This design comes from an exercise in tuning for small area and a short achievable clock period on the open sky130 flow, not from production work. At most, simulation tests tie the RTL to the original design; equivalence was not proved.

== job 7602 ==
Design kalman_range, start of the top module:
module kalman_range (
    input               clk,
    input               rst_n,
    input       [18:0]  f_data_in,
    input       [18:0]  b_data_in,
    output      [6:0]   hex1,
    output      [6:0]   hex2,
    output      [6:0]   hex3,
    output      [6:0]   hex4,
    output      [6:0]   hex5,
    output      [6:0]   hex6,
    output      [6:0]   hex7,
    output      [6:0]   hex8,
    output      [12:0]  distance_data_f,
    output      [12:0]  distance_data_b
);
Size: ~120 I/O pins, about 22,000 um2 of cells after synthesis.
export LEC_CHECK = 0
export ABC_AREA = 1
export CAP_MARGIN = 20
export CORE_MARGIN = 2
export CORE_UTILIZATION = 40
export PLACE_DENSITY = 0.6
export SLEW_MARGIN = 20
export SYNTH_HIERARCHICAL = 1
export SYNTH_MINIMUM_KEEP_SIZE = 0
create_clock -name core_clock -period 140.0 [get_ports {clk}]
standard.sh (not shown) runs the stock make flow with config.mk's settings and CLKGATE_MAP_FILE= SYNTH_SCRIPT=/design/flow/synth_recipe.tcl, a recipe that flattens the netlist after the stock synthesis.
==> flow/flow/run.sh <==
#!/bin/bash
# The standard layout (the standard.sh: ORFS with the standard synthesis),
# with the port buffers that global placement inserts made buf_1 cells instead
# of the delay buffers buffer_ports picks on its own. Every port still gets
# its own buffer. ORFS writes each step's full log under orfs/logs; make's own
# output goes to flow_make.log here.
set -euo pipefail
export BUFFER_PORTS_ARGS="-buffer_cell sky130_fd_sc_hd__buf_1"
bash standard.sh finish > flow_make.log 2>&1
Here is what was changed in the inputs of job 8981 compared with job 7602.
==> flow/run.sh (new file) <==
#!/bin/bash
# synth_recipe.tcl (not shown) runs the flow's synth.tcl, then flattens the netlist and writes it again
# the make line also repeats each setting of config.mk as NAME=value (left out here)
make -C /OpenROAD-flow-scripts/flow DESIGN_CONFIG=/design/flow/config.mk WORK_HOME=/design/flow/orfs CLKGATE_MAP_FILE= SYNTH_SCRIPT=/design/flow/synth_recipe.tcl finish
diff --git a/flow/config.mk b/flow/config.mk
--- a/flow/config.mk
+++ b/flow/config.mk
@@ -9,6 +9,6 @@
 export CAP_MARGIN = 20
 export CORE_MARGIN = 2
-export CORE_UTILIZATION = 40
-export PLACE_DENSITY = 0.6
+export CORE_UTILIZATION = 65
+export PLACE_DENSITY = 0.75
 export SLEW_MARGIN = 20
 export SYNTH_HIERARCHICAL = 1
removed: flow/flow/run.sh
removed: flow/standard.sh
--- outcome ---
- In job 8981 the number of placed cells counting well taps turned out 8.7% lower than in job 7602.
- Going from job 7602 to job 8981, share of cell area taken by multi-input logic gates fell 1.1 points; routed wire length fell 4.3%.
For job 4555, these inputs were changed with respect to job 8981:
diff --git a/flow/config.mk b/flow/config.mk
--- a/flow/config.mk
+++ b/flow/config.mk
@@ -9,6 +9,6 @@
 export CAP_MARGIN = 20
 export CORE_MARGIN = 2
-export CORE_UTILIZATION = 65
-export PLACE_DENSITY = 0.75
+export CORE_UTILIZATION = 40
+export PLACE_DENSITY = 0.6
 export SLEW_MARGIN = 20
 export SYNTH_HIERARCHICAL = 1
Results
Job 8981 → job 4555: number of buffer and inverter stages on the critical path -2; largest clock skew in the final design down 0.0077 ns.
Between job 8981 and job 4555, the flow reports critical path depth decreasing by a few percent.
In job 4555 the final cell count turned out about 10% higher than in job 8981.
[compare] base=job 8981 new=job 4555: placement-stage cell area went up 1.7%; overall die width went up about 27%.
No run of this note included a check of the RTL's function; only the layout flow was run.

========
kalman_range, a different RTL version from the one above (not shown whole).
Size: about 3100 cells after synthesis, about 84 flip-flops, ~120 I/O pins, ~25000 um2 of cells after synthesis.
export LEC_CHECK = 0
export ABC_AREA = 1
export CAP_MARGIN = 20
export CORE_MARGIN = 2
export CORE_UTILIZATION = 40
export PLACE_DENSITY = 0.6
export SLEW_MARGIN = 20
export SYNTH_HIERARCHICAL = 1
export SYNTH_MINIMUM_KEEP_SIZE = 0
create_clock -name core_clock -period 140.0 [get_ports {clk}]
run.sh (not shown) runs the stock make flow with config.mk's settings and CLKGATE_MAP_FILE= SYNTH_SCRIPT=/design/flow/synth_recipe.tcl, a recipe that flattens the netlist after the stock synthesis.
Stock flow here: none of the scripts above is used.
The first run went through all stages and came out clean.
==> next run, changes <==
Settings changed: ABC_AREA 1 to unset.
Flip-flop and latch count stays the same. Worst hold slack loses 0.019 ns. Setup slack loses 0.59 ns. Synthesized cell count falls by roughly a tenth.

========
Another version of the RTL of kalman_range (not shown whole).
For scale: ~2600 cells after synthesis, ~120 I/O pins.
export LEC_CHECK = 0
export ABC_AREA = 1
export CAP_MARGIN = 20
export CORE_MARGIN = 2
export CORE_UTILIZATION = 40
export CTS_BUF_LIST = sky130_fd_sc_hd__clkbuf_8
export CTS_CLUSTER_DIAMETER = 150
export CTS_CLUSTER_SIZE = 40
export PLACE_DENSITY = 0.6
export SLEW_MARGIN = 20
export SYNTH_HIERARCHICAL = 1
export SYNTH_MINIMUM_KEEP_SIZE = 0
create_clock -name core_clock -period 140.0 [get_ports {clk}]
standard.sh (not shown) runs the stock make flow with config.mk's settings and CLKGATE_MAP_FILE= SYNTH_SCRIPT=/design/flow/synth_recipe.tcl, a recipe that flattens the netlist after the stock synthesis.
==> flow/flow/run.sh <==
#!/bin/bash
# The standard layout (the standard.sh: ORFS with the standard synthesis),
# with the port buffers that global placement inserts made buf_1 cells instead
# of the delay buffers buffer_ports picks on its own. Every port still gets
# its own buffer. ORFS writes each step's full log under orfs/logs; make's own
# output goes to flow_make.log here.
set -euo pipefail
export BUFFER_PORTS_ARGS="-buffer_cell sky130_fd_sc_hd__buf_1"
bash standard.sh finish > flow_make.log 2>&1
The first run completed without violations.
Change:
CTS_CLUSTER_DIAMETER = unset   (was 150)
CTS_CLUSTER_SIZE = unset   (was 40)
Outcome: The changed run completed without violations. Wire length stays the same. Via count stays the same.

========
Another version of the RTL of kalman_range (not shown whole).
For scale: ~2800 cells after synthesis, roughly 120 I/O pins, ~23000 µm² of cells after synthesis.
==> flow/config.mk <==
export PLATFORM = sky130hd
export DESIGN_NAME = kalman_range
export DESIGN_NICKNAME = kalman_range
export VERILOG_FILES = /design/flow/design.v
export SDC_FILE = /design/flow/constraint.sdc
export NUM_CORES = 4
export LEC_CHECK = 0
export ABC_AREA = 1
export CAP_MARGIN = 20
export CORE_MARGIN = 2
export CORE_UTILIZATION = 40
export PLACE_DENSITY = 0.6
export SLEW_MARGIN = 20
export SYNTH_HIERARCHICAL = 1
export SYNTH_MINIMUM_KEEP_SIZE = 0
==> flow/constraint.sdc <==
create_clock -name core_clock -period 140.0 [get_ports {clk}]
set_input_delay 28.0000 -clock core_clock [delete_from_list [all_inputs] [get_ports {clk}]]
set_output_delay 28.0000 -clock core_clock [all_outputs]
set_load 0.01 [all_outputs]
==> flow/flow/run.sh <==
#!/bin/bash
# The standard layout (the standard.sh: ORFS with the standard synthesis),
# with two changes to how it is made, none to the constraints:
# - the port buffers that global placement inserts are buf_1 cells instead of
#   the delay buffers buffer_ports picks on its own (every port still gets its
#   own buffer);
# - ORFS's timing repair aims for 106.5 ns of setup slack instead of 0, so it
#   sizes up the gates of the paths that set the achieved period.
# ORFS writes each step's full log under orfs/logs; make's own output goes to
# flow_make.log here.
set -euo pipefail
export BUFFER_PORTS_ARGS="-buffer_cell sky130_fd_sc_hd__buf_1"
export SETUP_SLACK_MARGIN=106.5
bash standard.sh finish > flow_make.log 2>&1
The first run finished clean.
Next try:
==> flow/flow/run.sh (replaced) <==
#!/bin/bash
# The standard layout (the standard.sh: ORFS with the standard synthesis),
# with the port buffers that global placement inserts made buf_1 cells instead
# of the delay buffers buffer_ports picks on its own. Every port still gets
# its own buffer. ORFS writes each step's full log under orfs/logs; make's own
# output goes to flow_make.log here.
set -euo pipefail
export BUFFER_PORTS_ARGS="-buffer_cell sky130_fd_sc_hd__buf_1"
bash standard.sh finish > flow_make.log 2>&1
Result: Worst setup slack loses 0.72 ns; wire length drops by 5.4%; sequential share of layout area rose by 0.78 points; count of clock-buffer cells in the layout went down by 3; final area falls by 9.3%; fmax goes down by 2.1%; via count goes down by 4.3%; die area stays the same.
No run of this note included a check of the RTL's function; only the layout flow was run.

========
kalman_range, a different RTL version from the one above (not shown whole).
For scale: roughly 120 I/O pins, about 0.022 mm2 of cells after synthesis.
clock: 140.0 ns
lec_check: 0
abc_area: 1
cap_margin: 20
core_margin: 2
core_utilization: 40
place_density: 0.6
slew_margin: 20
synth_hierarchical: 1
synth_minimum_keep_size: 0
==> flow/flow/run.sh <==
#!/bin/bash
# The standard layout (the standard.sh: ORFS with the standard synthesis),
# with the port buffers that global placement inserts made buf_1 cells instead
# of the delay buffers buffer_ports picks on its own. Every port still gets
# its own buffer. ORFS writes each step's full log under orfs/logs; make's own
# output goes to flow_make.log here.
set -euo pipefail
export BUFFER_PORTS_ARGS="-buffer_cell sky130_fd_sc_hd__buf_1"
bash standard.sh finish > flow_make.log 2>&1
The baseline finished with timing, DRC and antenna clean.
Next try:
--- a/flow/config.mk
+++ b/flow/config.mk
@@ -10,4 +10,5 @@
 export CORE_MARGIN = 2
 export CORE_UTILIZATION = 40
+export CTS_BUF_LIST = sky130_fd_sc_hd__clkbuf_8
 export PLACE_DENSITY = 0.6
 export SLEW_MARGIN = 20
Result: The changed run ran to the end with no violations. Count of clock-buffer cells in the layout came out lower by 1. Sequential share of layout area stays flat. Non-clock buffer count stays the same. Final area decreases by 0.42%. Synthesized cell count stays the same. Worst setup slack improved by 0.064 ns.

==> static timing again, ports no longer ideal <==
The flow's constraints put no driver on any port. The routed layouts listed below were extracted and timed again, unchanged, in two steps.
Step 1: set_driving_cell puts a clkbuf_16 on clk and a buf_2 on each other input, an assumption about the parent block.
Step 2 also shifts input and output timing later by t, the mid clock arrival at the registers, as if the neighbouring blocks saw the same clock.
Slacks: ideal / step 1 / step 2; pairs: ideal / step 1.
run | t, ns | slack for setup (ns) | hold WS [ns] | worst setup path after step 2 | clock arrival spread, ns
job 7602 | 0.432 | 105.257 / 105.289 / 104.856 | 0.338 / 0.338 / 0.338 | input to register | 0.016 / 0.017
job 8981 | 0.426 | 104.871 / 104.906 / 104.480 | 0.330 / 0.330 / 0.330 | input to register | 0.023 / 0.023
job 4555 | 0.407 | 104.932 / 104.963 / 104.556 | 0.331 / 0.331 / 0.331 | input to register | 0.015 / 0.016
the first run of note 2 | 0.437 | 104.724 / 104.756 / 104.319 | 0.352 / 0.352 / 0.352 | input to register | 0.018 / 0.018
the second run of note 2 | 0.447 | 104.138 / 104.175 / 103.728 | 0.333 / 0.333 / 0.333 | input to register | 0.030 / 0.030
the first run of note 3 | 0.451 | 105.586 / 105.613 / 105.162 | 0.337 / 0.337 / 0.337 | input to register | 0.021 / 0.020
the second run of note 3 | 0.451 | 105.586 / 105.613 / 105.162 | 0.337 / 0.337 / 0.337 | input to register | 0.021 / 0.020
the first run of note 4 | 0.412 | 106.377 / 106.383 / 105.971 | 0.335 / 0.335 / 0.335 | input to register | 0.017 / 0.017
the second run of note 4 | 0.412 | 105.659 / 105.689 / 105.277 | 0.330 / 0.330 / 0.330 | input to register | 0.013 / 0.013
the first run of note 5 | 0.407 | 105.610 / 105.642 / 105.235 | 0.333 / 0.333 / 0.333 | input to register | 0.012 / 0.012
the second run of note 5 | 0.445 | 105.674 / 105.703 / 105.259 | 0.336 / 0.336 / 0.336 | input to register | 0.021 / 0.021
After both steps every run listed still meets setup and hold.
